This design comes from an exercise in tuning for small area, a short achievable clock period and few clock cycles per item on the open sky130 flow, not from production work.
RTL that was checked went through simulation tests only; none was proved equivalent to the original.
Function not checked in runs 1 and 7: the RTL went through the layout flow alone.
Power and IR drop assume default switching activity.

[config.mk]
export PLATFORM = sky130hd
export DESIGN_NAME = el2_exu_div_ctl
export DESIGN_NICKNAME = el2_exu_div_ctl
export VERILOG_FILES = /design/flow/design.v
export SDC_FILE = /design/flow/constraint.sdc
export NUM_CORES = 4
export LEC_CHECK = 0
export ABC_AREA = 1
export CAP_MARGIN = 20
export CORE_MARGIN = 2
export CORE_UTILIZATION = 30
export PLACE_DENSITY = 0.5
export SLEW_MARGIN = 20
export SETUP_SLACK_MARGIN = 7.5
export BUFFER_PORTS_ARGS = -buffer_cell sky130_fd_sc_hd__buf_2
[constraint.sdc]
create_clock -name core_clock -period 15.0 [get_ports {clk}]
set_input_delay 3.0000 -clock core_clock [delete_from_list [all_inputs] [get_ports {clk}]]
set_output_delay 3.0000 -clock core_clock [all_outputs]
set_load 0.01 [all_outputs]
[design.v]
module rvdff #( parameter WIDTH=1, SHORT=0 )
   (
     input logic [WIDTH-1:0] din,
     input logic           clk,
     input logic                   rst_l,
     output logic [WIDTH-1:0] dout
     );
if (SHORT == 1) begin
   assign dout = din;
end
else begin
   always_ff @(posedge clk or negedge rst_l) begin
      if (rst_l == 0)
        dout[WIDTH-1:0] <= 0;
      else
        dout[WIDTH-1:0] <= din[WIDTH-1:0];
   end
end
endmodule
module rvdffs #( parameter WIDTH=1, SHORT=0 )
   (
     input logic [WIDTH-1:0] din,
     input logic             en,
     input logic           clk,
     input logic                   rst_l,
     output logic [WIDTH-1:0] dout
     );
if (SHORT == 1) begin : genblock
   assign dout = din;
end
else begin : genblock
   rvdff #(WIDTH) dffs (.din((en) ? din[WIDTH-1:0] : dout[WIDTH-1:0]), .*);
end
endmodule
module rvdffe #( parameter WIDTH=1, SHORT=0, OVERRIDE=0 )
   (
     input  logic [WIDTH-1:0] din,
     input  logic           en,
     input  logic           clk,
     input  logic           rst_l,
     input  logic             scan_mode,
     output logic [WIDTH-1:0] dout
     );
if (SHORT == 1) begin : genblock
   if (1) begin : genblock
      assign dout = din;
   end
end
else begin : genblock
   if (1) begin: genblock
      rvdffs #(WIDTH) dff ( .* );
   end
end  
endmodule  
module rvtwoscomp #( parameter WIDTH=32 )
   (
     input logic [WIDTH-1:0] din,
     output logic [WIDTH-1:0] dout
     );
   logic [WIDTH-1:1]          dout_temp;    
   genvar                     i;
   for ( i = 1; i < WIDTH; i++ )  begin : flip_after_first_one
      assign dout_temp[i] = (|din[i-1:0]) ? ~din[i] : din[i];
   end : flip_after_first_one
   assign dout[WIDTH-1:0]  = { dout_temp[WIDTH-1:1], din[0] };
endmodule   
module el2_exu_div_ctl
  (
   input logic           clk,                        
   input logic           rst_l,                      
   input logic           valid,                      
   input logic           unsign,                     
   input logic           rem,                        
   input logic  [31:0]   dividend,                   
   input logic  [31:0]   divisor,                    
   input logic           cancel,                     
   output logic          finish_dly,                 
   output logic [31:0]   out                         
  );
   function automatic logic [5:0] clz32(input logic [31:0] x);
      logic [31:0]      v;
      logic [31:0][4:0] c;
      integer l, i, n;
      v = x;
      c = '0;
      n = 32;
      for (l = 0; l < 5; l = l + 1) begin
         for (i = 0; i < 16; i = i + 1)
            if (i < n / 2) begin
               c[i] = v[2*i+1] ? c[2*i+1] : (c[2*i] | (5'd1 << l));
               v[i] = v[2*i+1] | v[2*i];
            end
         n = n / 2;
      end
      clz32 = v[0] ? {1'b0, c[0]} : 6'd32;
   endfunction
   function automatic logic [31:0] cneg32(input logic [31:0] x, input logic n);
      logic [31:0] o;
      integer d, i;
      o = x;
      for (d = 1; d < 32; d = d * 2)
         for (i = 0; i < 32; i = i + 1)
            if ((i / d) % 2 == 1)
               o[i] = o[i] | o[(i / d) * d - 1];
      cneg32 = x ^ ({o[30:0], 1'b0} & {32{n}});
   endfunction
   function automatic logic [32:0] add32(input logic [31:0] a, input logic [31:0] b, input logic ci);
      logic [31:0] g, p, gg, pp;
      logic [32:0] c;
      integer d, i;
      g  = a & b;
      p  = a ^ b;
      gg = g;
      pp = p;
      gg[0] = g[0] | (p[0] & ci);
      for (d = 1; d < 32; d = d * 2)
         for (i = 2 * d - 1; i < 32; i = i + 2 * d) begin
            gg[i] = gg[i] | (pp[i] & gg[i - d]);
            pp[i] = pp[i] & pp[i - d];
         end
      for (d = 8; d >= 1; d = d / 2)
         for (i = 3 * d - 1; i < 32; i = i + 2 * d) begin
            gg[i] = gg[i] | (pp[i] & gg[i - d]);
            pp[i] = pp[i] & pp[i - d];
         end
      c = {gg, ci};
      add32 = {c[32], p ^ c[31:0]};
   endfunction
   logic        a_neg, b_neg, a_top, b_top;
   logic [31:0] wa, wb;
   logic [5:0]  za, zb;
   logic [6:0]  t;
   logic        dz, quick;
   logic [32:0] e_init;
   logic        busy_ff, fin_ff;
   logic [3:0]  cnt_ff;
   logic [3:0]  crs_ff;                                  
   logic        rem_ff, neg_ff, bneg_ff;
   logic [31:0] r_ff, q_ff;
   logic [32:0] e_ff;                                    
   logic [32:0] e_cur;
   logic [32:0] s1, s2;
   logic        ge1, ge2;
   logic [31:0] r1, r2;
   assign a_neg  = ~unsign & dividend[31];
   assign b_neg  = ~unsign & divisor[31];
   assign a_top  =  unsign & dividend[31];
   assign b_top  =  unsign & divisor[31];
   assign wa     = {a_top, {31{~a_top}} & (dividend[31:1] ^ dividend[30:0])};
   assign wb     = {b_top, {30{~b_top}} & (divisor[31:2] ^ divisor[30:1]), 1'b1};
   assign za     = clz32(wa);                            
   assign zb     = clz32(wb);                            
   assign t      = {1'b0, zb} - {1'b0, za} + {6'b0, a_neg};    
   assign dz     = (divisor == 32'b0);
   assign quick  = dz | t[6];
   logic [33:0] b_x;
   assign b_x    = {{2{b_neg}}, divisor} ^ {34{~b_neg}};
   always_comb begin
      case (t[2:1])
         2'd0: e_init = b_x[32:0];
         2'd1: e_init = {b_x[30:0], {2{~b_neg}}};
         2'd2: e_init = {b_x[28:0], {4{~b_neg}}};
         default: e_init = {b_x[26:0], {6{~b_neg}}};
      endcase
   end
   assign e_cur  = ({33{crs_ff[0]}} &  e_ff                           ) |
                   ({33{crs_ff[1]}} & {e_ff[24:0], {8{~bneg_ff}}}  ) |
                   ({33{crs_ff[2]}} & {e_ff[16:0], {16{~bneg_ff}}} ) |
                   ({33{crs_ff[3]}} & {e_ff[8:0], {24{~bneg_ff}}}  );
   assign s1     = add32(r_ff, {e_cur[30:0], ~bneg_ff}, ~bneg_ff);
   assign ge1    = e_cur[32] & e_cur[31] & s1[32];
   assign r1     = ge1 ? s1[31:0] : r_ff;
   assign s2     = add32(r1, e_cur[31:0], ~bneg_ff);
   assign ge2    = e_cur[32] & s2[32];
   assign r2     = ge2 ? s2[31:0] : r1;
   always_ff @(posedge clk or negedge rst_l) begin
      if (!rst_l) begin
         busy_ff <= 1'b0;
         fin_ff  <= 1'b0;
      end
      else begin
         busy_ff <= ~cancel & (valid ? ~quick : (busy_ff & (cnt_ff != 4'd0)));
         fin_ff  <= ~cancel & (valid ? quick  : (busy_ff & (cnt_ff == 4'd0)));
      end
   end
   always_ff @(posedge clk) begin
      if (valid) begin
         cnt_ff  <= t[4:1];
         crs_ff  <= 4'b1 << t[4:3];
         rem_ff  <= rem;
         neg_ff  <= rem ? a_neg : (~unsign & (dividend[31] ^ divisor[31]) & ~dz);
         bneg_ff <= b_neg;
         r_ff    <= cneg32(dividend, a_neg);
         q_ff    <= {32{dz}};
         e_ff    <= e_init;
      end
      else begin
         cnt_ff  <= cnt_ff - 4'd1;
         crs_ff  <= 4'b0001;
         r_ff    <= r2;
         q_ff    <= {q_ff[29:0], ge1, ge2};
         e_ff    <= {2'b11, e_cur[32:2]};
      end
   end
   assign finish_dly = fin_ff & ~cancel;
   assign out        = {32{~cancel}} & ({32{fin_ff}} & cneg32(rem_ff ? r_ff : q_ff, neg_ff));
endmodule  
[flow/run.sh]
#!/bin/bash
set -e
echo "export SETUP_SLACK_MARGIN = 7.5" >> config.mk
echo "export BUFFER_PORTS_ARGS = -buffer_cell sky130_fd_sc_hd__buf_2" >> config.mk
cp config.mk config_used.log
bash standard.sh > standard.log 2>&1
[standard.sh]
#!/bin/bash
# synth_recipe.tcl (not shown) runs the flow's synth.tcl, then flattens the netlist and writes it again
# the make line also repeats each setting of config.mk as NAME=value (left out here)
make -C /OpenROAD-flow-scripts/flow DESIGN_CONFIG=/design/flow/config.mk WORK_HOME=/design/flow/orfs CLKGATE_MAP_FILE= SYNTH_SCRIPT=/design/flow/synth_recipe.tcl "${@:-finish}"
==> flow_summary_export.csv, run 1 <==
group,metric,value,unit
status,status,"no timing/DRC/antenna violations",
logic_synthesis,synthCells,1948,
worst_setup_path,critPathArrivalTime,4.31,ns
global_route,grt_pass1_wl,65710,um
sta,tightest_slew,0.9966,ns
sta,max_freq,136.8,MHz
detailed_routing,via_count,12685,
job,drv_cap,0,
clock_tree,worstSkewPairLatency,0.38,ns
placement,dp_slack,7.027,ns
sta,rsz0062_at_grt,"false",
clock_tree,h-tree-depth,3,
placement,io_buffers,102,
global_route,track_usage,0.1971,
min_path,hp-start,"cnt_ff[0]",
worst_setup_path,cp-end-kind,"output port",
worst_setup_path,r2r_end,"r_ff[27]",
detailed_routing,ant_nets,0,
logic_synthesis,synth_top_area_share,0.1708,
logic_synthesis,yosysMostFrequentCell,"nand2_1",
layout,fillers,4563,
detailed_routing,via_per_inst,4.976,
placement,hpwl,33120,um
pwr,powerDensity,228.4,mW/mm^2
sta,finalHoldViolCount,0,
sta,max-slew-margin-rel,0.3356,
logic_synthesis,synthFlopType,"dfxtp_1",
worst_setup_path,cp-start-kind,"input pin",
detailed_routing,dr.pass1.iters,5,
die,die_area,0.04265,sq mm
detailed_routing,routed_wl,41910,um
clock_tree,clock_sinks,110,
pwr,leakage,6.987,nW
logic_synthesis,synthesis.yosys.warnings,1,
layout,final_layout_size_suffix_gt1_frac,0.1001,
detailed_routing,drcViolationCount,0,
layout,multi_input_area,0.008651,sq mm
layout,diodes,0,
min_path,hp-class,"reg -> reg",
worst_setup_path,r2r_cells,35,
sta,setup_viol,0,
die,io_pins,103,
detailed_routing,drt_iter0_drc,964,
layout,seqCellArea,0.002242,sq mm
detailed_routing,wl_per_cell,16.44,um
min_path,holdPathStages,1,
logic_synthesis,yosysSeqAreaShare,0.1822,
logic_synthesis,synth_cell_types,58,
logic_synthesis,synth_area_leader_cell,"dfxtp_1",
clock_tree,cts_max_path_buffers,2,
layout,syn2layout_area_growth,10.97,%
logic_synthesis,synth_seq_cells,110,
die,start_util,0.3027,
logic_synthesis,synth_common_cells,"nand2_1 (434), inv_1 (286), nor2_1 (193)",
global_route,grt_max_degree,77,
logic_synthesis,synth_area_per_cell,6.317,sq um
clock_tree,cts_buffers,9,
pwr,ir_worst_vdd,0.1328,mV
clock_tree,cts.clk_slew.worst_paths,0.07,ns
worst_setup_path,reg2reg_slack,8.22,ns
placement,place.gp.congestion,0.9013,
layout,final_nets,2219,
clock_tree,root_buffer,"clkbuf_16",
global_route,antenna_found_initial,1,
clock_tree,cts_tree,"built",
sta,clock_skew,0.01830,ns
worst_setup_path,worstReg2RegStart,"crs_ff[2]",
die,core_area,0.04065,sq mm
logic_synthesis,async_flop_share,0.01818,
sta,fin_crit,7.311,ns
die,die_h,206.5,um
logic_synthesis,syn-num-nets,2155,
sta,fin_crit_sh,0.4874,
worst_setup_path,cp.required,12.00,ns
logic_synthesis,synth_area_leaders,"dfxtp_1 (17%), nand2_1 (13%), ha_1 (10%)",
die,die_w,206.5,um
min_path,min_to,"cnt_ff[0]",
global_route,overflow,0,
sta,layout_setup_ws,7.689,ns
sta,finalMaxSlewViolations,0,
global_route,grt_pass1_vias,11989,
worst_setup_path,setup.worst_path.class,"in -> out",
die,rows,74,
worst_setup_path,crit_fanout,28,
logic_synthesis,synth_edf_count,3,
sta,finalSetupTns,0,ns
logic_synthesis,syn_area,0.01231,sq mm
-- worst max-delay path, cell delays in order --
cell	delay [ns]
buf_2	0.14
inv_1	0.06
nand2_1	0.31
inv_4	0.37
o21ai_0	0.14
a21oi_1	0.14
buf_2	0.15
-- layer usage --
layer | vias to the layer above | GRT usage | routed length [um]
met4 | 2 | 0.04592 | 742
met2 | 374 | 0.3079 | 17870
met1 | 5806 | 0.2872 | 20810
met5 | - | 0 | 12
li1 | 6473 | - | -
met3 | 30 | 0.02418 | 2467
-- metrics by stage --
stage | power [mW] | hold slack (ns) | util | instances | area, sq um
2_1_floorplan | 2.218 | 0.4115 | - | 1948 | 12310
3_3_place_gp | 2.797 | 0.4316 | 0.3263 | 2527 | 13260
3_5_place_dp | 2.832 | 0.4345 | 0.3263 | 2527 | 13260
4_1_cts | 3.097 | 0.4472 | 0.3337 | 2543 | 13570
5_1_grt | 3.497 | 0.4864 | 0.3360 | 2549 | 13660
6_report | 3.119 | 0.4511 | 0.3360 | 2549 | 13660
-- registers in the layout (all words and copies together), names as in the netlist, 4 cells and up --
register and cells:
cnt_ff 4, crs_ff 4, e_ff 33, q_ff 32, r_ff 32
-- timing repair --
item / in CTS / in global routing
cloned: 0 / 2
setup endpoints to repair: 43 / 46
resized for setup: 6 / 13
pin swaps: 0 / 2
setup buffers: 0 / 4
hold buffers: 0 / 0
-- placed cells by master, fill, tap and decap left out, types with 9 or more instances in the layout --
cell	instances
nand3_1	138
xor2_1	65
ha_1	103
o21ai_0	117
xnor2_1	28
o22ai_1	35
nor3_1	16
a211oi_1	13
dfxtp_1	105
nand2_1	430
fa_1	34
nor2_1	191
inv_1	282
a22oi_1	10
o21ai_1	22
clkbuf_16	9
buf_2	102
clkinvlp_4	9
a21oi_1	157
buf_4	22
-- worst max path at each step --
stage	start	to	slack, ns	cells after the start
detailed placement	unsign	e_ff[2]	7.03	20
global placement	unsign	e_ff[2]	7.01	20
finish	cancel	out[8]	7.69	7
floorplan	cancel	out[14]	8.14	6
global route	dividend[31]	e_ff[4]	7.51	18
CTS	unsign	e_ff[30]	7.52	18
-- power breakdown --
group          internal [mW]  total, mW  switching [mW]
registers              0.404      0.508           0.104
clock network          0.115      0.243           0.128
logic                  0.864       2.37            1.50
-- cell type report --
cell class                      count  share of cell area
Timing Repair Buffer              124             0.04948
Tap cell                          532             0.04874
Inverter                          295             0.08274
Sequential cell                   110              0.1642
Multi-Input combinational cell   1471              0.6335
Clock inverter                      7            0.004306
Timing Repair inverter              1           0.0005498
Clock buffer                        9             0.01649
-- logic make-up after synthesis --
| group | after synthesis | synth area share |
|---|---|---|
| and+or+nand+nor | 823 | 0.2783 |
| AOI/OAI and AO/OA | 415 | 0.1919 |
| buffers and inverters | 368 | 0.1198 |
| adders and majority gates | 137 | 0.1600 |
| DFF | 110 | 0.1822 |
| xor gates and xnor gates | 94 | 0.06690 |
| muxes | 1 | 0.0009150 |
==> run 2, diff against run 1 <==
--- a/design.v
+++ b/design.v
@@ -77,7 +77,7 @@
    output logic          finish_dly,                 
    output logic [31:0]   out                         
   );
-   function automatic logic [5:0] clz32(input logic [31:0] x);
+   function automatic logic [5:0] lzc32(input logic [31:0] x);
       logic [31:0]      v;
       logic [31:0][4:0] c;
       integer l, i, n;
@@ -92,7 +92,7 @@
             end
          n = n / 2;
       end
-      clz32 = v[0] ? {1'b0, c[0]} : 6'd32;
+      lzc32 = {v[0], c[0]};
    endfunction
    function automatic logic [31:0] cneg32(input logic [31:0] x, input logic n);
       logic [31:0] o;
@@ -126,15 +126,15 @@
       c = {gg, ci};
       add32 = {c[32], p ^ c[31:0]};
    endfunction
-   logic        a_neg, b_neg, a_top, b_top;
-   logic [31:0] wa, wb;
-   logic [5:0]  za, zb;
+   logic        a_neg, b_neg, a_top;
+   logic [31:0] wa;
+   logic [5:0]  za, zb, la, lb;
    logic [6:0]  t;
    logic        dz, quick;
    logic [32:0] e_init;
    logic        busy_ff, fin_ff;
    logic [3:0]  cnt_ff;
-   logic [3:0]  crs_ff;                                  
+   logic [1:0]  crs_ff;
    logic        rem_ff, neg_ff, bneg_ff;
    logic [31:0] r_ff, q_ff;
    logic [32:0] e_ff;                                    
@@ -145,16 +145,16 @@
    assign a_neg  = ~unsign & dividend[31];
    assign b_neg  = ~unsign & divisor[31];
    assign a_top  =  unsign & dividend[31];
-   assign b_top  =  unsign & divisor[31];
-   assign wa     = {a_top, {31{~a_top}} & (dividend[31:1] ^ dividend[30:0])};
-   assign wb     = {b_top, {30{~b_top}} & (divisor[31:2] ^ divisor[30:1]), 1'b1};
-   assign za     = clz32(wa);                            
-   assign zb     = clz32(wb);                            
-   assign t      = {1'b0, zb} - {1'b0, za} + {6'b0, a_neg};    
-   assign dz     = (divisor == 32'b0);
-   assign quick  = dz | t[6];
    logic [33:0] b_x;
    assign b_x    = {{2{b_neg}}, divisor} ^ {34{~b_neg}};
+   assign wa     = {a_top, dividend[31:1] ^ dividend[30:0]};
+   assign la     = lzc32(wa);
+   assign za     = la[5] ? {1'b0, la[4:0]} : 6'd32;                            
+   assign lb     = lzc32(~b_x[31:0]);
+   assign zb     = {1'b0, lb[4:0]};                      
+   assign t      = {1'b0, zb} - {1'b0, za} + {6'b0, a_neg};    
+   assign dz     = ~lb[5] & ~b_neg;
+   assign quick  = dz | t[6];
    always_comb begin
       case (t[2:1])
          2'd0: e_init = b_x[32:0];
@@ -163,10 +163,14 @@
          default: e_init = {b_x[26:0], {6{~b_neg}}};
       endcase
    end
-   assign e_cur  = ({33{crs_ff[0]}} &  e_ff                           ) |
-                   ({33{crs_ff[1]}} & {e_ff[24:0], {8{~bneg_ff}}}  ) |
-                   ({33{crs_ff[2]}} & {e_ff[16:0], {16{~bneg_ff}}} ) |
-                   ({33{crs_ff[3]}} & {e_ff[8:0], {24{~bneg_ff}}}  );
+   always_comb begin
+      case (crs_ff)
+         2'd0: e_cur = e_ff;
+         2'd1: e_cur = {e_ff[24:0], {8{~bneg_ff}}};
+         2'd2: e_cur = {e_ff[16:0], {16{~bneg_ff}}};
+         default: e_cur = {e_ff[8:0], {24{~bneg_ff}}};
+      endcase
+   end
    assign s1     = add32(r_ff, {e_cur[30:0], ~bneg_ff}, ~bneg_ff);
    assign ge1    = e_cur[32] & e_cur[31] & s1[32];
    assign r1     = ge1 ? s1[31:0] : r_ff;
@@ -186,22 +190,22 @@
    always_ff @(posedge clk) begin
       if (valid) begin
          cnt_ff  <= t[4:1];
-         crs_ff  <= 4'b1 << t[4:3];
+         crs_ff  <= t[4:3];
          rem_ff  <= rem;
-         neg_ff  <= rem ? a_neg : (~unsign & (dividend[31] ^ divisor[31]) & ~dz);
+         neg_ff  <= rem ? a_neg : (dz | (~unsign & (dividend[31] ^ divisor[31])));
          bneg_ff <= b_neg;
          r_ff    <= cneg32(dividend, a_neg);
-         q_ff    <= {32{dz}};
+         q_ff    <= {31'b0, dz};                      
          e_ff    <= e_init;
       end
       else begin
          cnt_ff  <= cnt_ff - 4'd1;
-         crs_ff  <= 4'b0001;
+         crs_ff  <= 2'd0;
          r_ff    <= r2;
          q_ff    <= {q_ff[29:0], ge1, ge2};
          e_ff    <= {2'b11, e_cur[32:2]};
       end
    end
    assign finish_dly = fin_ff & ~cancel;
-   assign out        = {32{~cancel}} & ({32{fin_ff}} & cneg32(rem_ff ? r_ff : q_ff, neg_ff));
+   assign out        = {32{finish_dly}} & cneg32(rem_ff ? r_ff : q_ff, neg_ff);
 endmodule  
==> flow/run.sh (replaced) <==
#!/bin/bash
set -e
echo "export SETUP_SLACK_MARGIN = 8.5" >> config.mk
echo "export BUFFER_PORTS_ARGS = -buffer_cell sky130_fd_sc_hd__buf_2" >> config.mk
cp config.mk config_used.log
bash standard.sh > standard.log 2>&1
--- a/config.mk
+++ b/config.mk
@@ -11,5 +11,5 @@
 export CORE_UTILIZATION = 30
 export PLACE_DENSITY = 0.5
 export SLEW_MARGIN = 20
-export SETUP_SLACK_MARGIN = 7.5
+export SETUP_SLACK_MARGIN = 8.5
 export BUFFER_PORTS_ARGS = -buffer_cell sky130_fd_sc_hd__buf_2
==> flow_summary_export.csv, run 2 <==
group,metric,value,unit
layout,final_cell_mix,"nand2_1 (427), inv_1 (267), a21oi_1 (145)",
logic_synthesis,synth.area.mux_share,0.0009480,
detailed_routing,ant_nets,0,
clock_tree,cts_max_path_buffers,2,
detailed_routing,drt_iter0_drc,1031,
worst_setup_path,worstReg2RegStart,"crs_ff[1]",
sta,layout_setup_ws,8.253,ns
job,drv_cap,0,
status,status,"no timing/DRC/antenna violations",
sta,rsz0062_at_grt,"true",
clock_tree,root_buffer,"clkbuf_16",
worst_setup_path,r2r_end,"r_ff[31]",
logic_synthesis,synth_area_leaders,"dfxtp_1 (17%), nand2_1 (14%), ha_1 (9.3%)",
logic_synthesis,synthCells,1857,
die,die_h,203.0,um
worst_setup_path,reg2reg_slack,8.91,ns
global_route,overflow,0,
global_route,track_usage,0.2147,
logic_synthesis,synthXorXnorAreaFrac,0.06878,
layout,largest_reg_flops,33,
layout,multi_input_area,0.008801,sq mm
sta,worst_hold_slack,0.4094,ns
clock_tree,cts_buffers,9,
logic_synthesis,syn_area,0.01188,sq mm
detailed_routing,dr.pass1.iters,5,
placement,place.gp.congestion,0.9645,
sta,clock_skew,0.01329,ns
logic_synthesis,synth_top_family_by_area,"simple AND/OR/NAND/NOR gates",
detailed_routing,wl_per_cell,17.80,um
placement,dp_slack,7.232,ns
worst_setup_path,r2r_cells,36,
min_path,hp-start,"q_ff[3]",
min_path,min_to,"q_ff[5]",
detailed_routing,via_count,12471,
layout,diodes,0,
sta,fin_crit,6.747,ns
die,start_util,0.3059,
sta,max-slew-margin-rel,0.4759,
logic_synthesis,synth_seq_cells,108,
global_route,grt_max_degree,64,
sta,finalSetupTns,0,ns
detailed_routing,routed_wl,44200,um
worst_setup_path,cp-end-kind,"output port",
die,die_w,203.0,um
logic_synthesis,synth_area_leader_cell,"dfxtp_1",
die,die_area,0.04120,sq mm
logic_synthesis,yosysSeqAreaShare,0.1854,
global_route,grt_pass1_wl,68250,um
logic_synthesis,synth_common_cells,"nand2_1 (441), inv_1 (274), nor2_1 (154)",
detailed_routing,drcViolationCount,0,
clock_tree,worstSkewPairLatency,0.39,ns
logic_synthesis,syn-num-nets,2049,
logic_synthesis,synthFlopType,"dfxtp_1",
layout,top_register,"e_ff",
layout,reg_top3,"e_ff (33), q_ff (32), r_ff (32)",
clock_tree,cts_tree,"built",
logic_synthesis,async_flop_share,0.01852,
worst_setup_path,setup.worst_path.class,"in -> out",
layout,layout_commonest_cell,"nand2_1",
sta,tightest_slew,0.7779,ns
worst_setup_path,cp.required,12.00,ns
logic_synthesis,synth_cell_types,57,
global_route,grt_pass1_vias,11718,
min_path,hp-class,"reg -> reg",
layout,fin_util,0.3619,
pwr,ir_worst_vdd,0.1059,mV
clock_tree,h-tree-depth,3,
pwr,power,3.159,mW
sta,max_freq,148.2,MHz
logic_synthesis,synth-simple-area-share,0.2912,
logic_synthesis,synth_area_per_cell,6.397,sq um
logic_synthesis,synth_top_area_share,0.1736,
sta,finalHoldViolCount,0,
die,core_area,0.03883,sq mm
placement,io_buffers,102,
sta,setup_viol,0,
worst_setup_path,crit_fanout,6,
layout,final_layout_size_suffix_gt1_frac,0.1780,
logic_synthesis,synthesis.yosys.warnings,1,
logic_synthesis,synthAdderAreaFrac,0.1500,
pwr,powerDensity,224.9,mW/mm^2
logic_synthesis,synth_compound_area_frac,0.1810,
die,rows,72,
placement,hpwl,33380,um
layout,fillers,4303,
clock_tree,cts.clk_slew.worst_paths,0.09,ns
layout,seqCellArea,0.002210,sq mm
detailed_routing,via_per_inst,5.021,
logic_synthesis,synth_edf_count,3,
pwr,leakage,6.843,nW
sta,finalMaxSlewViolations,0,
clock_tree,clock_sinks,108,
worst_setup_path,critPathArrivalTime,3.75,ns
worst_setup_path,cp-start-kind,"input pin",
min_path,holdPathStages,2,
layout,final_nets,2153,
die,io_pins,103,
global_route,antenna_found_initial,0,
logic_synthesis,yosysMostFrequentCell,"nand2_1",
sta,fin_crit_sh,0.4498,
layout,syn2layout_area_growth,18.27,%
[run 2: cell count changes in the layout (fill, tap and decap cells not counted), moves of 9 or more]
cell      delta
inv_1       -15
nand2_2     +22
ha_1        -15
nor2_1      -68
nor2_2      +24
o22ai_1     -13
xor2_1      -25
buf_4       +18
xor2_2      +20
a21oi_1     -12
a211oi_1     -9
o21ai_0     -35
[run 2: metrics by stage]
stage          instances  area, sq um
2_1_floorplan       1857        11980
3_3_place_gp        2427        12860
3_5_place_dp        2427        12860
4_1_cts             2463        13720
5_1_grt             2484        14050
6_report            2484        14050
[run 2: worst max-delay path, cell delays in order]
cell,delay [ns]
buf_8,0.11
inv_8,0.05
nand2_8,0.11
inv_12,0.13
o21ai_2,0.06
a21oi_2,0.12
buf_2,0.14
[run 2: kinds of logic (layout without fill, tap and decap cells)]
logic type	after synthesis	after routing
compound gates	373	373
xor+xnor	89	89
fa+ha+maj	122	122
buf+inv	352	456
flops	108	108
mux	1	1
simple gates	812	817
[run 2: worst max-delay path by stage]
stage,start,end,cells after the start
2_1_floorplan,cancel,out[16],6
3_3_place_gp,unsign,e_ff[3],20
3_5_place_dp,unsign,e_ff[12],19
4_1_cts,cancel,out[8],7
5_1_grt,cancel,out[24],7
6_report,cancel,out[5],7
[run 2: routing by layer]
metal,vias up,GRT usage,part of all wire
met5,-,0,0
met4,0,0.06335,0.023
met3,50,0.02392,0.060
met2,443,0.3322,0.42
met1,5758,0.3122,0.49
li1,6220,-,-
[run 2: where the power goes]
group          internal [mW]  total (mW)  switching, mW
logic                  0.861        2.37           1.51
clock network          0.150       0.289          0.139
registers              0.388       0.501          0.112
total                   1.40        3.16           1.76
[run 2: final cells by class]
class | instances | area share
Inverter | 285 | 0.07926
Timing Repair Buffer | 149 | 0.06359
Multi-Input combinational cell | 1402 | 0.6264
Sequential cell | 108 | 0.1573
Tap cell | 518 | 0.04613
Timing Repair inverter | 6 | 0.003740
Clock inverter | 7 | 0.007570
Clock buffer | 9 | 0.01603
[run 2: what timing repair did]
item                                    in CTS  in global routing
pin swaps                                    6                  7
gates resized for setup                     87                 45
endpoints found under the setup margin      99                 98
cloned                                       9                  4
hold buffers                                 0                  0
buffers inserted                            11                 17
Testbench counts of run 2, summed over its fixed seeds: cycles 16,481, items 3,200.
==> run 3, diff against run 2 <==
==> flow/run.sh (replaced) <==
#!/bin/bash
set -e
echo "export SETUP_SLACK_MARGIN = 8.0" >> config.mk
echo "export BUFFER_PORTS_ARGS = -buffer_cell sky130_fd_sc_hd__buf_2" >> config.mk
cp config.mk config_used.log
bash standard.sh > standard.log 2>&1
--- a/config.mk
+++ b/config.mk
@@ -11,5 +11,5 @@
 export CORE_UTILIZATION = 30
 export PLACE_DENSITY = 0.5
 export SLEW_MARGIN = 20
-export SETUP_SLACK_MARGIN = 8.5
+export SETUP_SLACK_MARGIN = 8.0
 export BUFFER_PORTS_ARGS = -buffer_cell sky130_fd_sc_hd__buf_2
==> flow_summary_export.csv, run 3 <==
group,metric,value,unit
status,status,"no timing/DRC/antenna violations",
logic_synthesis,synth_common_cells,"nand2_1 (441), inv_1 (274), nor2_1 (154)",
layout,diodes,0,
worst_setup_path,crit_chain,"buf_2, inv_2, nand2_8, clkinvlp_4, buf_4, nand2_1, nor2_1, buf_2",
placement,place_inst,2427,
logic_synthesis,synthAdderAreaFrac,0.1500,
logic_synthesis,synth.area.mux_share,0.0009480,
pwr,p_sw,1.709,mW
logic_synthesis,synth_cell_types,57,
logic_synthesis,synthXorXnorAreaFrac,0.06878,
placement,io_buffers,102,
logic_synthesis,async_flop_share,0.01852,
detailed_routing,via_count,12229,
pwr,p_int,1.357,mW
min_path,min_to,"q_ff[21]",
detailed_routing,dr.pass1.iters,6,
layout,fin_cells,2464,
placement,place.gp.congestion,0.9194,
layout,final_cell_mix,"nand2_1 (438), inv_1 (268), a21oi_1 (150)",
global_route,grt_pass1_vias,11388,
layout,fillers,4281,
layout,reg_top3,"e_ff (33), q_ff (32), r_ff (32)",
layout,final_layout_size_suffix_gt1_frac,0.1300,
logic_synthesis,syn_area,0.01188,sq mm
worst_setup_path,r2r_end,"r_ff[30]",
sta,finalMaxSlewViolations,0,
pwr,p_sw_frac,0.5575,
logic_synthesis,synth_top_area_share,0.1736,
clock_tree,cts_buffers,9,
clock_tree,clock_sinks,108,
pwr,powerDensity,229.2,mW/mm^2
logic_synthesis,synth_area_per_cell,6.397,sq um
worst_setup_path,path_common_cell,"buf_2",
die,start_util,0.3059,
pwr,seqPwrFrac,0.163,
worst_setup_path,crit_fanout,8,
logic_synthesis,yosysMostFrequentCell,"nand2_1",
die,die_w,203.0,um
clock_tree,cts_max_path_buffers,2,
job,drv_cap,0,
worst_setup_path,cp.required,12.00,ns
pwr,ir_worst_vdd,0.09755,mV
worst_setup_path,worstReg2RegStart,"crs_ff[1]",
sta,finalHoldViolCount,0,
worst_setup_path,cp-start-kind,"input pin",
detailed_routing,wl_per_cell,17.10,um
die,die_h,203.0,um
placement,hpwl,33030,um
global_route,track_usage,0.2031,
sta,clock_skew,0.02068,ns
logic_synthesis,synthFlopType,"dfxtp_1",
detailed_routing,drt_iter0_drc,1169,
global_route,antenna_found_initial,0,
logic_synthesis,synth_edf_count,3,
worst_setup_path,crit_family,"buffers and inverters",
worst_setup_path,reg2reg_slack,8.55,ns
detailed_routing,drcViolationCount,0,
logic_synthesis,synth_seq_cells,108,
min_path,holdPathStages,2,
min_path,hp-start,"q_ff[19]",
sta,tightest_slew,0.9827,ns
layout,multi_input_area,0.008314,sq mm
layout,layout_commonest_cell,"nand2_1",
sta,fin_crit_sh,0.4604,
logic_synthesis,synth_area_leader_cell,"dfxtp_1",
pwr,leakage,6.650,nW
clock_tree,root_buffer,"clkbuf_16",
sta,max-slew-margin-rel,0.3363,
layout,finalInstanceArea,0.01337,sq mm
pwr,p_comb_frac,0.749,
die,io_pins,103,
clock_tree,cts_tree,"built",
die,core_area,0.03883,sq mm
detailed_routing,routed_wl,42130,um
logic_synthesis,yosysSeqAreaShare,0.1854,
logic_synthesis,synth_area_leaders,"dfxtp_1 (17%), nand2_1 (14%), ha_1 (9.3%)",
layout,syn2layout_area_growth,12.58,%
worst_setup_path,critPathArrivalTime,3.91,ns
logic_synthesis,synth_top_family_by_area,"simple AND/OR/NAND/NOR gates",
detailed_routing,via_per_inst,4.963,
worst_setup_path,cpPeakStageDelay,0.16,ns
logic_synthesis,synth_compound_area_frac,0.1810,
pwr,clock_power_share,0.088,
sta,max_freq,144.8,MHz
global_route,overflow,0,
global_route,grt_pass1_wl,64870,um
logic_synthesis,synthCells,1857,
sta,setup_viol,0,
worst_setup_path,cp-end-kind,"output port",
logic_synthesis,synth-simple-area-share,0.2912,
die,die_area,0.04120,sq mm
sta,finalSetupTns,0,ns
detailed_routing,ant_nets,0,
min_path,hp-class,"reg -> reg",
global_route,grt_max_degree,83,
placement,dpl_cell_area,0.01278,sq mm
sta,rsz0062_at_grt,"true",
worst_setup_path,setup.worst_path.class,"in -> out",
clock_tree,cts.clk_slew.worst_paths,0.09,ns
layout,top_register,"e_ff",
die,rows,72,
logic_synthesis,synthesis.yosys.warnings,1,
worst_setup_path,r2r_cells,36,
clock_tree,h-tree-depth,3,
worst_setup_path,cp_slowest_cell,"buf_4",
layout,seqCellArea,0.002205,sq mm
worst_setup_path,crit_buf_inv,5,
worst_setup_path,crit_start,"cancel",
layout,largest_reg_flops,33,
sta,fin_crit,6.906,ns
clock_tree,worstSkewPairLatency,0.37,ns
layout,final_nets,2133,
logic_synthesis,syn-num-nets,2049,
## run 3: cell type report
cell class | instances | share of cell area
multi-input combinational | 1397 | 0.6217
timing repair buffer | 137 | 0.05820
timing repair inverter | 3 | 0.001684
clock inverter | 5 | 0.004865
clock buffer | 11 | 0.01899
sequential | 108 | 0.1649
inverter | 285 | 0.08121
tap | 518 | 0.04847
## run 3: cell families after synthesis
family | count (synthesis)
xor gates and xnor gates | 89
DFF | 108
muxes | 1
AOI/OAI and AO/OA | 373
and+or+nand+nor | 812
adders and majority gates | 122
buffers and inverters | 352
## run 3: power by group through the flow
stage / combinational (mW) / sequential (mW) / clock [mW]
3_5_place_dp: 2.23 / 0.502 / 0
6_report: 2.30 / 0.499 / 0.270
3_3_place_gp: 2.21 / 0.505 / 0
4_1_cts: 2.25 / 0.495 / 0.276
5_1_grt: 2.62 / 0.511 / 0.284
2_1_floorplan: 1.68 / 0.450 / 0
## run 3: worst max path at each step
stage,end,cells after the start,slack [ns]
2_1_floorplan,out[22],6,8.24
3_3_place_gp,e_ff[3],21,7.16
3_5_place_dp,e_ff[3],21,7.08
4_1_cts,e_ff[25],20,7.96
5_1_grt,e_ff[3],23,7.93
6_report,out[1],8,8.09
## run 3: what timing repair did
action | 4_1_cts | 5_1_grt
setup endpoints to repair | 89 | 79
hold buffers | 0 | 0
cloned | 1 | 3
buffers inserted | 4 | 13
pin swaps | 0 | 3
resized for setup | 11 | 28
## run 3: layer usage
layer  GRT usage  wire, um
met2      0.3086     17560
met5           0         0
met1      0.2901     20410
met3     0.03210      2901
met4     0.06960      1255
## run 3: worst reg2reg max path, delay by kind of cell (launching register included)
family,cells,cell delay [ns]
DFF,1,0.43
and+or+nand+nor,25,2.83
AOI/OAI and AO/OA,2,0.62
buffers and inverters,5,0.90
adders and majority gates,4,1.56
## run 3: per-stage QoR
stage | power [mW] | setup WS (ns) | utilization | hold WS [ns]
floorplan | 2.132 | 8.236 | - | 0.3994
global placement | 2.711 | 7.160 | 0.3291 | 0.4087
detailed placement | 2.733 | 7.079 | 0.3291 | 0.4107
CTS | 3.023 | 7.965 | 0.3392 | 0.4194
global route | 3.413 | 7.931 | 0.3444 | 0.4429
finish | 3.066 | 8.094 | 0.3444 | 0.4133
==> run 4, diff against run 3 <==
==> flow/run.sh (replaced) <==
#!/bin/bash
set -e
echo "export SETUP_SLACK_MARGIN = 8.0" >> config.mk
echo "export BUFFER_PORTS_ARGS = -buffer_cell sky130_fd_sc_hd__buf_1" >> config.mk
cp config.mk config_used.log
bash standard.sh > standard.log 2>&1
--- a/config.mk
+++ b/config.mk
@@ -12,4 +12,4 @@
 export PLACE_DENSITY = 0.5
 export SLEW_MARGIN = 20
 export SETUP_SLACK_MARGIN = 8.0
-export BUFFER_PORTS_ARGS = -buffer_cell sky130_fd_sc_hd__buf_2
+export BUFFER_PORTS_ARGS = -buffer_cell sky130_fd_sc_hd__buf_1
==> flow_summary_export.csv, run 4 <==
group,metric,value,unit
logic_synthesis,yosysSeqAreaShare,0.1854,
worst_setup_path,critPathArrivalTime,3.94,ns
die,io_pins,103,
placement,dpl_cell_area,0.01264,sq mm
pwr,powerDensity,234.3,mW/mm^2
layout,finalInstanceArea,0.01325,sq mm
layout,reg_top3,"e_ff (33), q_ff (32), r_ff (32)",
layout,multi_input_area,0.008354,sq mm
worst_setup_path,cpPeakStageDelay,0.15,ns
layout,layout_commonest_cell,"nand2_1",
detailed_routing,drt_iter0_drc,1164,
detailed_routing,ant_nets,0,
logic_synthesis,synth_seq_cells,108,
clock_tree,cts_tree,"built",
clock_tree,cts.clk_slew.worst_paths,0.07,ns
die,rows,72,
logic_synthesis,syn-num-nets,2049,
layout,largest_reg_flops,33,
worst_setup_path,crit_buf_inv,5,
clock_tree,clock_sinks,108,
sta,rsz0062_at_grt,"true",
worst_setup_path,crit_chain,"buf_1, inv_2, nand2_8, clkinvlp_4, buf_8, o21ai_0, a21oi_1, clkbuf_2",
logic_synthesis,synthFlopType,"dfxtp_1",
die,die_area,0.04120,sq mm
layout,seqCellArea,0.002202,sq mm
logic_synthesis,synth_area_leader_cell,"dfxtp_1",
logic_synthesis,syn_area,0.01188,sq mm
worst_setup_path,reg2reg_slack,8.48,ns
logic_synthesis,synth_area_leaders,"dfxtp_1 (17%), nand2_1 (14%), ha_1 (9.3%)",
die,die_w,203.0,um
pwr,p_int,1.368,mW
layout,fillers,4307,
placement,hpwl,33270,um
logic_synthesis,synthesis.yosys.warnings,1,
die,core_area,0.03883,sq mm
detailed_routing,wl_per_cell,17.18,um
status,status,"no timing/DRC/antenna violations",
pwr,leakage,6.308,nW
global_route,track_usage,0.2028,
logic_synthesis,synth_area_per_cell,6.397,sq um
layout,syn2layout_area_growth,11.57,%
global_route,antenna_found_initial,0,
detailed_routing,dr.pass1.iters,6,
logic_synthesis,synth_top_area_share,0.1736,
die,start_util,0.3059,
worst_setup_path,cp-end-kind,"output port",
clock_tree,root_buffer,"clkbuf_16",
pwr,p_sw,1.737,mW
worst_setup_path,cp.required,12.00,ns
clock_tree,cts_buffers,9,
sta,max_freq,144.2,MHz
detailed_routing,drcViolationCount,0,
placement,place.gp.congestion,0.9389,
placement,io_buffers,102,
layout,final_nets,2126,
detailed_routing,routed_wl,42220,um
job,drv_cap,0,
layout,final_cell_mix,"nand2_1 (437), inv_1 (268), a21oi_1 (150)",
sta,finalSetupTns,0,ns
logic_synthesis,synth_cell_types,57,
global_route,overflow,0,
sta,finalMaxSlewViolations,0,
layout,fin_util,0.3413,
detailed_routing,via_count,12361,
pwr,p_comb_frac,0.751,
sta,setup_viol,0,
clock_tree,h-tree-depth,3,
sta,tightest_slew,0.9877,ns
sta,clock_skew,0.007861,ns
logic_synthesis,async_flop_share,0.01852,
logic_synthesis,synth_common_cells,"nand2_1 (441), inv_1 (274), nor2_1 (154)",
clock_tree,worstSkewPairLatency,0.37,ns
die,die_h,203.0,um
worst_setup_path,crit_family,"buffers and inverters",
pwr,p_sw_frac,0.5593,
min_path,hp-class,"reg -> reg",
layout,top_register,"e_ff",
layout,diodes,0,
logic_synthesis,synth_edf_count,3,
layout,fin_cells,2457,
pwr,clock_power_share,0.088,
sta,fin_crit,6.936,ns
logic_synthesis,synthCells,1857,
worst_setup_path,cp_slowest_cell,"clkbuf_2",
sta,finalHoldViolCount,0,
worst_setup_path,setup.worst_path.class,"in -> out",
layout,final_layout_size_suffix_gt1_frac,0.07736,
logic_synthesis,yosysMostFrequentCell,"nand2_1",
clock_tree,cts_max_path_buffers,2,
worst_setup_path,cp-start-kind,"input pin",
sta,max-slew-margin-rel,0.3416,
global_route,grt_pass1_wl,65370,um
global_route,grt_max_degree,85,
worst_setup_path,crit_fanout,12,
pwr,seqPwrFrac,0.161,
detailed_routing,via_per_inst,5.031,
global_route,grt_pass1_vias,11379,
placement,place_inst,2426,
sta,fin_crit_sh,0.4624,
pwr,ir_worst_vdd,0.1217,mV
run 4: cell counts after synthesis:
No cell type changed its count.
run 4: kinds of logic (layout without fill, tap and decap cells):
family                   Yosys count  after routing  synth area share
AND/OR/NAND/NOR                  812            813            0.2912
XOR/XNOR                          89             89           0.06878
adder cells (fa/ha/maj)          122            122            0.1500
multiplexers                       1              1         0.0009479
buffers and inverters            352            433            0.1227
flip-flops                       108            108            0.1854
AO/OA/AOI/OAI                    373            373            0.1810
run 4: tightest hold or removal path: cells and delay by family, from the launching register on:
kind                   cells  cell delay (ns)
and+or+nand+nor            1             0.03
DFF                        1             0.31
buffers and inverters      1             0.05
run 4: final cells by class:
cell class | instances | area share
multi-input combinational | 1398 | 0.6304
sequential | 108 | 0.1662
inverter | 285 | 0.08214
tap | 518 | 0.04890
timing repair buffer | 129 | 0.04607
clock buffer | 11 | 0.01832
clock inverter | 5 | 0.006326
timing repair inverter | 3 | 0.001699
run 4: power by group through the flow:
| stage | registers, mW | logic (mW) | clock network, mW |
|---|---|---|---|
| after floorplan | 0.450 | 1.68 | 0 |
| after global placement | 0.504 | 2.23 | 0 |
| after detailed placement | 0.503 | 2.24 | 0 |
| after CTS | 0.497 | 2.28 | 0.277 |
| after global routing | 0.511 | 2.64 | 0.286 |
| final | 0.501 | 2.33 | 0.272 |
run 4: path summary, 6_finish.rpt:
| path | depth (start not counted) | startpoint | end |
|---|---|---|---|
| min | 2 | q_ff[15] | q_ff[17] |
| min in group asynchronous | 1 | rst_l | busy_ff |
| min reg2reg | 2 | q_ff[15] | q_ff[17] |
| max | 8 | cancel | out[8] |
| max reg2reg | 31 | crs_ff[1] | r_ff[31] |
| max in group asynchronous | 1 | rst_l | fin_ff |
run 4: per-stage QoR:
stage	setup WS, ns	total power [mW]	hold WS (ns)
global route	7.970	3.440	0.4378
finish	8.064	3.105	0.4180
floorplan	8.236	2.132	0.3994
CTS	8.013	3.050	0.4205
global placement	7.105	2.738	0.4073
detailed placement	6.962	2.743	0.4106
run 4: metal layers:
metal | GRT usage | share of wire | vias up
li1 | - | - | 6168
met1 | 0.2965 | 0.48 | 5636
met2 | 0.3068 | 0.42 | 504
met3 | 0.02953 | 0.073 | 53
met4 | 0.05865 | 0.024 | 0
met5 | 0 | 0 | -
run 4: timing repair:
action,CTS,global route
pin swaps,0,2
buffers inserted,5,5
setup endpoints to repair,90,69
gates resized for setup,26,27
cloned,3,2
hold buffers,0,0
endpoints found under the hold margin,0,0
==> run 5, diff against run 4 <==
--- a/config.mk
+++ b/config.mk
@@ -5,7 +5,6 @@
 export SDC_FILE = /design/flow/constraint.sdc
 export NUM_CORES = 4
 export LEC_CHECK = 0
-export ABC_AREA = 1
 export CAP_MARGIN = 20
 export CORE_MARGIN = 2
 export CORE_UTILIZATION = 30
==> flow_summary_export.csv, run 5 <==
group,metric,value,unit
status,status,"no timing/DRC/antenna violations",
logic_synthesis,synth_area_leader_cell,"dfxtp_1",
clock_tree,cts_hold_buffers,0,
clock_tree,root_buffer,"clkbuf_16",
logic_synthesis,async_flop_share,0.01852,
global_route,grt_pass1_wl,60380,um
pwr,leakage,5.836,nW
pwr,p_sw,1.488,mW
die,core_area,0.03946,sq mm
layout,fillers,4203,
pwr,p_int,1.493,mW
placement,io_buffers,102,
pwr,seqPwrFrac,0.167,
layout,top_register,"e_ff",
logic_synthesis,synth_edf_count,3,
layout,layout_commonest_cell,"nor2_1",
job,drv_cap,0,
pwr,p_sw_frac,0.4992,
die,rows,73,
sta,fin_crit,6.913,ns
layout,final_cell_mix,"nor2_1 (137), inv_1 (121), xnor2_1 (109)",
detailed_routing,dr.pass1.iters,5,
sta,finalMaxSlewViolations,0,
worst_setup_path,cp-end-kind,"output port",
global_route,antenna_found_initial,0,
clock_tree,clock_sinks,108,
layout,final_nets,1763,
die,io_pins,103,
logic_synthesis,synthFlopType,"dfxtp_1",
worst_setup_path,path_common_cell,"buf_1",
pwr,p_comb_frac,0.749,
global_route,track_usage,0.1882,
layout,seqCellArea,0.002202,sq mm
sta,finalHoldViolCount,0,
logic_synthesis,synth_seq_cells,108,
die,die_h,203.4,um
min_path,hp-class,"reg -> reg",
pwr,powerDensity,218.2,mW/mm^2
worst_setup_path,crit_fanout,32,
die,start_util,0.3024,
global_route,overflow,0,
worst_setup_path,cp.depth,5,
worst_setup_path,cp.required,12.00,ns
die,die_w,203.4,um
pwr,power,2.981,mW
detailed_routing,routed_wl,39470,um
pwr,ir_worst_vdd,0.09554,mV
logic_synthesis,synthesis.yosys.warnings,1,
logic_synthesis,yosysSeqAreaShare,0.1846,
placement,place.gp.congestion,0.8982,
clock_tree,cts_tree,"built",
global_route,grt_max_degree,86,
logic_synthesis,synthCells,1500,
logic_synthesis,synth_area_per_cell,7.953,sq um
sta,rsz0062_at_grt,"true",
detailed_routing,wl_per_cell,18.79,um
layout,fin_util,0.3463,
clock_tree,worstSkewPairLatency,0.38,ns
worst_setup_path,cp_slowest_cell,"nor3b_1",
logic_synthesis,syn-num-nets,1692,
logic_synthesis,syn_area,0.01193,sq mm
logic_synthesis,synth_common_cells,"nor2_1 (141), inv_1 (122), xnor2_1 (110)",
logic_synthesis,synth_top_area_share,0.1728,
logic_synthesis,yosysMostFrequentCell,"nor2_1",
sta,setup_viol,0,
layout,diodes,0,
clock_tree,cts_max_path_buffers,2,
layout,final_layout_size_suffix_gt1_frac,0.1168,
worst_setup_path,cpPeakStageDelay,0.21,ns
worst_setup_path,setup.worst_path.class,"in -> out",
clock_tree,cts.clk_slew.worst_paths,0.08,ns
logic_synthesis,synth_area_leaders,"dfxtp_1 (17%), ha_1 (9.2%), xnor2_1 (8.1%)",
sta,clock_skew,0.01206,ns
worst_setup_path,crit_buf_inv,3,
detailed_routing,via_per_inst,5.277,
sta,tightest_slew,1.088,ns
detailed_routing,drcViolationCount,0,
placement,hpwl,31480,um
worst_setup_path,critPathArrivalTime,3.91,ns
global_route,grt_pass1_vias,10148,
clock_tree,cts_buffers,9,
worst_setup_path,crit_chain,"buf_1, nand2b_1, buf_8, nor3b_1, buf_1",
logic_synthesis,synth_cell_types,73,
min_path,holdPathStages,1,
sta,fin_crit_sh,0.4609,
detailed_routing,drt_iter0_drc,816,
layout,multi_input_area,0.009254,sq mm
layout,syn2layout_area_growth,14.55,%
die,die_area,0.04138,sq mm
detailed_routing,via_count,11087,
sta,max_freq,144.6,MHz
worst_setup_path,cp-start-kind,"input pin",
detailed_routing,ant_nets,0,
pwr,clock_power_share,0.084,
worst_setup_path,r2r_cells,25,
layout,reg_top3,"e_ff (33), q_ff (32), r_ff (32)",
layout,largest_reg_flops,33,
sta,max-slew-margin-rel,0.2749,
clock_tree,h-tree-depth,3,
sta,finalSetupTns,0,ns
worst_setup_path,crit_family,"buffers and inverters",
[run 5: metrics by stage]
step	setup slack, ns	cell area, sq um	std cells	hold WS, ns
after global placement	6.992	12850	2070	0.4485
after global routing	7.962	13670	2101	0.4845
final	8.087	13670	2101	0.4684
after detailed placement	6.912	12850	2070	0.4570
after floorplan	8.037	11950	1500	0.4339
after CTS	7.989	13260	2086	0.4720
[run 5: timing repair]
item | CTS | global route
buffers inserted | 0 | 12
pin swaps | 1 | 10
cloned | 0 | 3
endpoints found under the setup margin | 69 | 49
gates resized for setup | 37 | 52
[run 5: area by class of cell]
class,instances,area share
tap,525,0.04807
clock buffer,9,0.01648
timing repair buffer,138,0.05768
clock inverter,7,0.004944
multi-input combinational,1190,0.6772
sequential,108,0.1611
inverter,124,0.03452
[run 5: cell families (layout without fill, tap and decap cells)]
group	count (synthesis)	count (layout)	share of synthesized area
XOR/XNOR	138	138	0.1013
multiplexers	130	130	0.1203
AND/OR/NAND/NOR	434	434	0.1747
AO/OA/AOI/OAI	366	366	0.2043
adder cells (fa/ha/maj)	122	122	0.1493
buffers and inverters	202	278	0.06544
flip-flops	108	108	0.1846
[run 5: routing by layer]
layer  vias up  routed length [um]  global-route usage
li1       5445                   -                   -
met1      5334               19770              0.2847
met2       275               17230              0.2869
met3        33                1781             0.01550
met4         0                 691             0.04484
met5         -                   0                   0
[run 5: power groups by stage]
stage | Clock, mW | Combinational, mW | Sequential (mW)
after floorplan | 0 | 1.64 | 0.450
after global placement | 0 | 2.10 | 0.500
after detailed placement | 0 | 2.12 | 0.501
after CTS | 0.255 | 2.16 | 0.495
after global routing | 0.267 | 2.51 | 0.511
final | 0.251 | 2.23 | 0.498
[run 5: worst paths after layout]
path / end / startpoint / slack [ns]
setup / recovery: out[4] / cancel / 8.09
hold / removal: q_ff[24] / q_ff[22] / 0.47
setup reg to reg: r_ff[31] / crs_ff[0] / 8.23
hold reg to reg: q_ff[24] / q_ff[22] / 0.47
max in group asynchronous: fin_ff / rst_l / 12.44
min in group asynchronous: busy_ff / rst_l / 2.41
==> run 6, diff against run 5 <==
--- a/config.mk
+++ b/config.mk
@@ -5,9 +5,12 @@
 export SDC_FILE = /design/flow/constraint.sdc
 export NUM_CORES = 4
 export LEC_CHECK = 0
+export ABC_AREA = 1
 export CAP_MARGIN = 20
 export CORE_MARGIN = 2
 export CORE_UTILIZATION = 30
+export CTS_BUF_LIST = sky130_fd_sc_hd__clkbuf_8
+export CTS_CLUSTER_SIZE = 30
 export PLACE_DENSITY = 0.5
 export SLEW_MARGIN = 20
 export SETUP_SLACK_MARGIN = 8.0
==> flow_summary_export.csv, run 6 <==
group,metric,value,unit
logic_synthesis,synth_area_per_cell,6.397,sq um
die,core_area,0.03883,sq mm
clock_tree,cts_buffers,9,
logic_synthesis,yosysSeqAreaShare,0.1854,
logic_synthesis,synth_seq_cells,108,
placement,io_buffers,102,
min_path,hp-class,"reg -> reg",
logic_synthesis,syn-num-nets,2049,
min_path,hp-start,"q_ff[26]",
die,io_pins,103,
detailed_routing,dr.pass1.iters,7,
clock_tree,cts.clk_slew.worst_paths,0.10,ns
worst_setup_path,r2r_cells,31,
sta,finalSetupTns,0,ns
clock_tree,cts_tree,"built",
global_route,overflow,0,
clock_tree,root_buffer,"clkbuf_8",
pwr,powerDensity,231.3,mW/mm^2
layout,top_register,"e_ff",
status,status,"no timing/DRC/antenna violations",
detailed_routing,ant_nets,0,
sta,tightest_slew,0.9903,ns
min_path,min_to,"q_ff[28]",
die,start_util,0.3059,
placement,place.gp.congestion,0.9389,
pwr,ir_worst_vdd,0.1202,mV
min_path,holdPathStages,2,
layout,diodes,0,
sta,max_freq,144.0,MHz
worst_setup_path,setup.worst_path.class,"in -> out",
sta,clock_skew,0.01148,ns
layout,multi_input_area,0.008352,sq mm
clock_tree,worstSkewPairLatency,0.40,ns
detailed_routing,routed_wl,42110,um
worst_setup_path,cp.required,12.00,ns
layout,fin_util,0.3387,
logic_synthesis,synthesis.yosys.warnings,1,
worst_setup_path,r2r_end,"r_ff[31]",
layout,layout_commonest_cell,"nand2_1",
logic_synthesis,async_flop_share,0.01852,
sta,finalMaxSlewViolations,0,
die,die_h,203.0,um
detailed_routing,drcViolationCount,0,
sta,finalHoldViolCount,0,
job,drv_cap,0,
logic_synthesis,synthCells,1857,
logic_synthesis,synth_cell_types,57,
logic_synthesis,synth_edf_count,3,
logic_synthesis,synth_common_cells,"nand2_1 (441), inv_1 (274), nor2_1 (154)",
logic_synthesis,synth_area_leaders,"dfxtp_1 (17%), nand2_1 (14%), ha_1 (9.3%)",
sta,max-slew-margin-rel,0.3398,
logic_synthesis,yosysMostFrequentCell,"nand2_1",
sta,fin_crit,6.944,ns
detailed_routing,wl_per_cell,17.14,um
die,die_w,203.0,um
layout,final_layout_size_suffix_gt1_frac,0.07633,
layout,final_cell_mix,"nand2_1 (437), inv_1 (269), a21oi_1 (150)",
worst_setup_path,cp-end-kind,"output port",
pwr,leakage,6.263,nW
clock_tree,h-tree-depth,3,
global_route,antenna_found_initial,0,
sta,rsz0062_at_grt,"true",
clock_tree,clock_sinks,108,
worst_setup_path,cp-start-kind,"input pin",
sta,fin_crit_sh,0.4629,
die,rows,72,
worst_setup_path,critPathArrivalTime,3.94,ns
placement,hpwl,33270,um
sta,setup_viol,0,
global_route,grt_max_degree,85,
layout,largest_reg_flops,33,
layout,fillers,4319,
logic_synthesis,synth_top_area_share,0.1736,
worst_setup_path,crit_fanout,8,
detailed_routing,via_per_inst,5.033,
detailed_routing,drt_iter0_drc,1089,
global_route,track_usage,0.2024,
global_route,grt_pass1_wl,65290,um
logic_synthesis,syn_area,0.01188,sq mm
layout,reg_top3,"e_ff (33), q_ff (32), r_ff (32)",
logic_synthesis,synth_area_leader_cell,"dfxtp_1",
layout,seqCellArea,0.002202,sq mm
layout,syn2layout_area_growth,10.70,%
detailed_routing,via_count,12367,
die,die_area,0.04120,sq mm
clock_tree,cts_max_path_buffers,2,
layout,final_nets,2126,
logic_synthesis,synthFlopType,"dfxtp_1",
global_route,grt_pass1_vias,11356,
worst_setup_path,reg2reg_slack,8.49,ns
worst_setup_path,worstReg2RegStart,"crs_ff[1]",
run 6: area by class of cell:
| type | count | area share |
|---|---|---|
| multi-input combinational | 1398 | 0.6351 |
| sequential | 108 | 0.1675 |
| inverter | 285 | 0.08278 |
| tap | 518 | 0.04929 |
| timing repair buffer | 129 | 0.04653 |
| clock buffer | 10 | 0.01047 |
| clock inverter | 6 | 0.006660 |
| timing repair inverter | 3 | 0.001713 |
run 6: worst max-delay path, stage by stage:
cell	delay (ns)
buf_1	0.10
inv_2	0.10
nand2_8	0.10
buf_4	0.17
buf_4	0.12
nor3_1	0.17
buf_1	0.17
run 6: logic make-up after synthesis:
logic type / Yosys count / synth area share
buffers and inverters: 352 / 0.1227
AOI/OAI and AO/OA: 373 / 0.1810
and+or+nand+nor: 812 / 0.2912
xor gates and xnor gates: 89 / 0.06878
DFF: 108 / 0.1854
adders and majority gates: 122 / 0.1500
muxes: 1 / 0.0009479
run 6: per-layer routing:
layer  global-route usage  wire length, um
met1               0.2961            20190
met3              0.03018             3205
met5                    0                0
met4              0.05735             1067
met2               0.3061            17650
run 6: how the worst max path moves through the flow:
stage | from | to | slack, ns | cells past startpoint
final | cancel | out[7] | 8.06 | 7
after global routing | cancel | out[12] | 7.97 | 8
after CTS | cancel | out[8] | 8.01 | 8
after detailed placement | divisor[31] | e_ff[16] | 6.96 | 19
after global placement | divisor[31] | e_ff[16] | 7.11 | 19
after floorplan | cancel | out[22] | 8.24 | 6
run 6: timing repair:
item	CTS	global route
resized for setup	22	29
buffers inserted	3	8
hold buffers	0	0
endpoints found under the setup margin	90	73
cloned	3	1
pin swaps	0	3
run 6: per-stage QoR:
stage	instance area (sq um)	setup WS, ns	hold WS (ns)	power (mW)	std cells
2_1_floorplan	11880	8.236	0.3994	2.132	1857
3_3_place_gp	12640	7.105	0.4073	2.738	2426
3_5_place_dp	12640	6.962	0.4106	2.743	2426
4_1_cts	12980	8.013	0.4247	2.984	2448
5_1_grt	13150	7.975	0.4436	3.376	2457
6_report	13150	8.056	0.4255	3.041	2457
run 6: power by group:
group / internal [mW] / leakage [nW] / total [mW] / switching [mW]
Sequential: 0.387 / 0.912 / 0.501 / 0.114
Combinational: 0.828 / 5.24 / 2.33 / 1.50
Clock: 0.0988 / 0.110 / 0.213 / 0.114
Total: 1.31 / 6.26 / 3.04 / 1.73
==> run 7, diff against run 6 <==
--- a/design.v
+++ b/design.v
@@ -206,6 +206,9 @@
          e_ff    <= {2'b11, e_cur[32:2]};
       end
    end
+   logic [31:0] res;
+   assign res        = ({32{fin_ff &  rem_ff}} & r_ff) |
+                       ({32{fin_ff & ~rem_ff}} & q_ff);
    assign finish_dly = fin_ff & ~cancel;
-   assign out        = {32{finish_dly}} & cneg32(rem_ff ? r_ff : q_ff, neg_ff);
+   assign out        = {32{~cancel}} & cneg32(res, fin_ff & neg_ff);
 endmodule  
--- a/config.mk
+++ b/config.mk
@@ -9,8 +9,6 @@
 export CAP_MARGIN = 20
 export CORE_MARGIN = 2
 export CORE_UTILIZATION = 30
-export CTS_BUF_LIST = sky130_fd_sc_hd__clkbuf_8
-export CTS_CLUSTER_SIZE = 30
 export PLACE_DENSITY = 0.5
 export SLEW_MARGIN = 20
 export SETUP_SLACK_MARGIN = 8.0
==> flow_summary_export.csv, run 7 <==
group,metric,value,unit
detailed_routing,ant_nets,0,
clock_tree,h-tree-depth,3,
die,die_area,0.04172,sq mm
placement,place.gp.congestion,0.9426,
detailed_routing,drcViolationCount,0,
sta,setup_viol,0,
layout,diodes,0,
logic_synthesis,async_flop_share,0.01852,
detailed_routing,dr.pass1.iters,6,
detailed_routing,wl_per_cell,17.26,um
detailed_routing,route.met3.wl,3372,um
sta,finalSetupTns,0,ns
detailed_routing,routed_wl,42640,um
pwr,leakage,6.348,nW
die,die_h,204.3,um
logic_synthesis,synthXorXnorAreaFrac,0.06521,
status,status,"no timing/DRC/antenna violations",
logic_synthesis,synth_cell_types,57,
layout,final_nets,2134,
layout,layout_commonest_cell,"nand2_1",
job,drv_cap,0,
placement,hpwl,33550,um
global_route,grt_max_degree,92,
sta,worst_hold_slack,0.4310,ns
logic_synthesis,synthFlopType,"dfxtp_1",
logic_synthesis,synth_compound_area_frac,0.1904,
global_route,track_usage,0.2028,
worst_setup_path,cp-start-kind,"input pin",
detailed_routing,via_per_inst,4.983,
clock_tree,cts_tree,"built",
logic_synthesis,synth_area_leaders,"dfxtp_1 (17%), nand2_1 (14%), ha_1 (9.2%)",
die,rows,73,
layout,final_layout_size_suffix_gt1_frac,0.07605,
layout,largest_reg_flops,33,
worst_setup_path,crit_fanout,27,
placement,io_buffers,102,
clock_tree,cts_max_path_buffers,2,
layout,top_register,"e_ff",
clock_tree,cts.clk_slew.worst_paths,0.07,ns
sta,finalMaxSlewViolations,0,
die,die_w,204.3,um
logic_synthesis,synth_common_cells,"nand2_1 (436), inv_1 (286), a21oi_1 (164)",
global_route,antenna_found_initial,0,
logic_synthesis,synth-simple-area-share,0.2861,
logic_synthesis,syn_area,0.01203,sq mm
sta,max-slew-margin-rel,0.2829,
logic_synthesis,synthCells,1874,
detailed_routing,dr.max_layer_used,"met4",
min_path,hp-class,"reg -> reg",
clock_tree,worstSkewPairLatency,0.36,ns
layout,final_cell_mix,"nand2_1 (431), inv_1 (283), a21oi_1 (162)",
worst_setup_path,setup.worst_path.class,"in -> out",
sta,clock_skew,0.01051,ns
logic_synthesis,synth_area_leader_cell,"dfxtp_1",
clock_tree,root_buffer,"clkbuf_16",
detailed_routing,wl_met1,20380,um
detailed_routing,wl_met2,17620,um
pwr,powerDensity,232.2,mW/mm^2
global_route,overflow,0,
global_route,grt_pass1_vias,11367,
die,io_pins,103,
pwr,ir_worst_vdd,0.1148,mV
sta,finalHoldViolCount,0,
sta,rsz0062_at_grt,"true",
clock_tree,clock_sinks,108,
pwr,power,3.105,mW
detailed_routing,drt_iter0_drc,1114,
logic_synthesis,synth_seq_cells,108,
worst_setup_path,critPathArrivalTime,3.89,ns
worst_setup_path,cp-end-kind,"output port",
sta,fin_crit_sh,0.4595,
logic_synthesis,synth.area.mux_share,0,
logic_synthesis,synth_top_family_by_area,"simple AND/OR/NAND/NOR gates",
clock_tree,cts_buffers,9,
worst_setup_path,cp.required,12.00,ns
global_route,grt_pass1_wl,65360,um
die,core_area,0.03964,sq mm
layout,syn2layout_area_growth,11.15,%
die,start_util,0.3035,
clock_tree,cts_hold_buffers,0,
logic_synthesis,synthesis.yosys.warnings,1,
layout,reg_top3,"e_ff (33), q_ff (32), r_ff (32)",
sta,tightest_slew,1.076,ns
layout,fin_util,0.3373,
logic_synthesis,synth_top_area_share,0.1714,
logic_synthesis,synthAdderAreaFrac,0.1481,
detailed_routing,via_count,12314,
sta,fin_crit,6.893,ns
logic_synthesis,yosysSeqAreaShare,0.1830,
logic_synthesis,synth_edf_count,3,
logic_synthesis,synth_area_per_cell,6.420,sq um
logic_synthesis,syn-num-nets,2066,
sta,max_freq,145.1,MHz
logic_synthesis,yosysMostFrequentCell,"nand2_1",
-- run 7: final cells by class --
cell class / count / area (sq um)
Timing Repair Buffer: 124 / 565.5
Sequential cell: 108 / 2203
Inverter: 299 / 1146
Fill cell: 4438 / 26270
Clock buffer: 10 / 229.0
Timing Repair inverter: 1 / 7.507
Clock inverter: 5 / 61.31
Tap cell: 525 / 656.9
Multi-Input combinational cell: 1399 / 8502
-- run 7: worst paths after layout --
check,start,end,slack (ns),cells after the start
setup / recovery,cancel,out[8],8.11,5
hold / removal,q_ff[6],q_ff[8],0.43,2
setup reg to reg,crs_ff[0],r_ff[27],8.49,33
hold reg to reg,q_ff[6],q_ff[8],0.43,2
max in group asynchronous,rst_l,fin_ff,12.40,1
min in group asynchronous,rst_l,busy_ff,2.44,1
-- run 7: metal layers --
layer | up-vias | global-route usage
li1 | 6215 | -
met1 | 5622 | 0.2904
met2 | 430 | 0.3030
met3 | 47 | 0.03938
met4 | 0 | 0.06548
met5 | - | 0
-- run 7: critical path: stages --
cell and delay (ns):
buf_2 0.29, clkinv_4 0.26, o21ai_0 0.14, a21oi_1 0.06
buf_1 0.14
-- run 7: per-stage QoR --
step	instances	setup WS (ns)	instance area, sq um
2_1_floorplan	1874	8.203	12030
3_3_place_gp	2446	6.455	12780
3_5_place_dp	2446	6.366	12780
4_1_cts	2466	7.966	13230
5_1_grt	2471	7.968	13370
6_report	2471	8.107	13370
-- run 7: where the power goes --
part           switching, mW  total [mW]  leakage (nW)  internal [mW]
clock                  0.118       0.248         0.143          0.130
combinational           1.52        2.36          5.29          0.834
sequential             0.112       0.499         0.913          0.388
-- run 7: kinds of logic (layout without fill, tap and decap cells) --
group	count (synthesis)	after routing
DFF	108	108
adders and majority gates	122	122
xor gates and xnor gates	87	87
buffers and inverters	368	439
AOI/OAI and AO/OA	387	387
and+or+nand+nor	802	803
-- run 7: timing repair --
action                     CTS  global route
setup endpoints to repair   70            66
pin swaps                    1             2
cloned                       2             1
buffers inserted             3             4
gates resized for setup     22            27

[afterwards: timing with drivers on the ports]
No port has a modelled driver above. Below, the same layouts with a new extraction and two added sets of constraints. Step 1 (the two cells are an assumption about what drives the block):
set clk [get_ports {clk}]
set_driving_cell -lib_cell sky130_fd_sc_hd__clkbuf_16 $clk
set_driving_cell -lib_cell sky130_fd_sc_hd__buf_2 [delete_from_list [all_inputs] $clk]
Step 2, shift: input delay + t, output delay - t, t = (earliest + latest rising clock arrival at the registers) / 2. This alone moves slack from input paths to output paths. Slacks: ideal / step 1 / step 2; pairs: ideal / step 1.
run | t (ns) | setup WS [ns] | worst setup path at the end | latest minus earliest clock arrival (ns) | cell pins on the clock port's net
run 1 | 0.415 | 7.689 / 7.669 / 7.474 | input to register | 0.018 / 0.018 | 1
run 2 | 0.441 | 8.253 / 8.211 / 8.168 | input to register | 0.013 / 0.014 | 1
run 3 | 0.417 | 8.094 / 8.076 / 7.847 | input to register | 0.021 / 0.020 | 1
run 4 | 0.416 | 8.064 / 8.045 / 7.879 | input to register | 0.009 / 0.009 | 1
run 5 | 0.423 | 8.087 / 8.060 / 7.721 | input to register | 0.013 / 0.012 | 1
run 6 | 0.444 | 8.056 / 8.037 / 7.904 | input to register | 0.013 / 0.013 | 1
run 7 | 0.404 | 8.107 / 8.086 / 7.839 | input to register | 0.011 / 0.011 | 1
After both steps setup and hold are still met in every run listed. The setup slack of run 5, which loses most, moves by -0.027 ns with the drivers and by -0.366 ns with both steps.
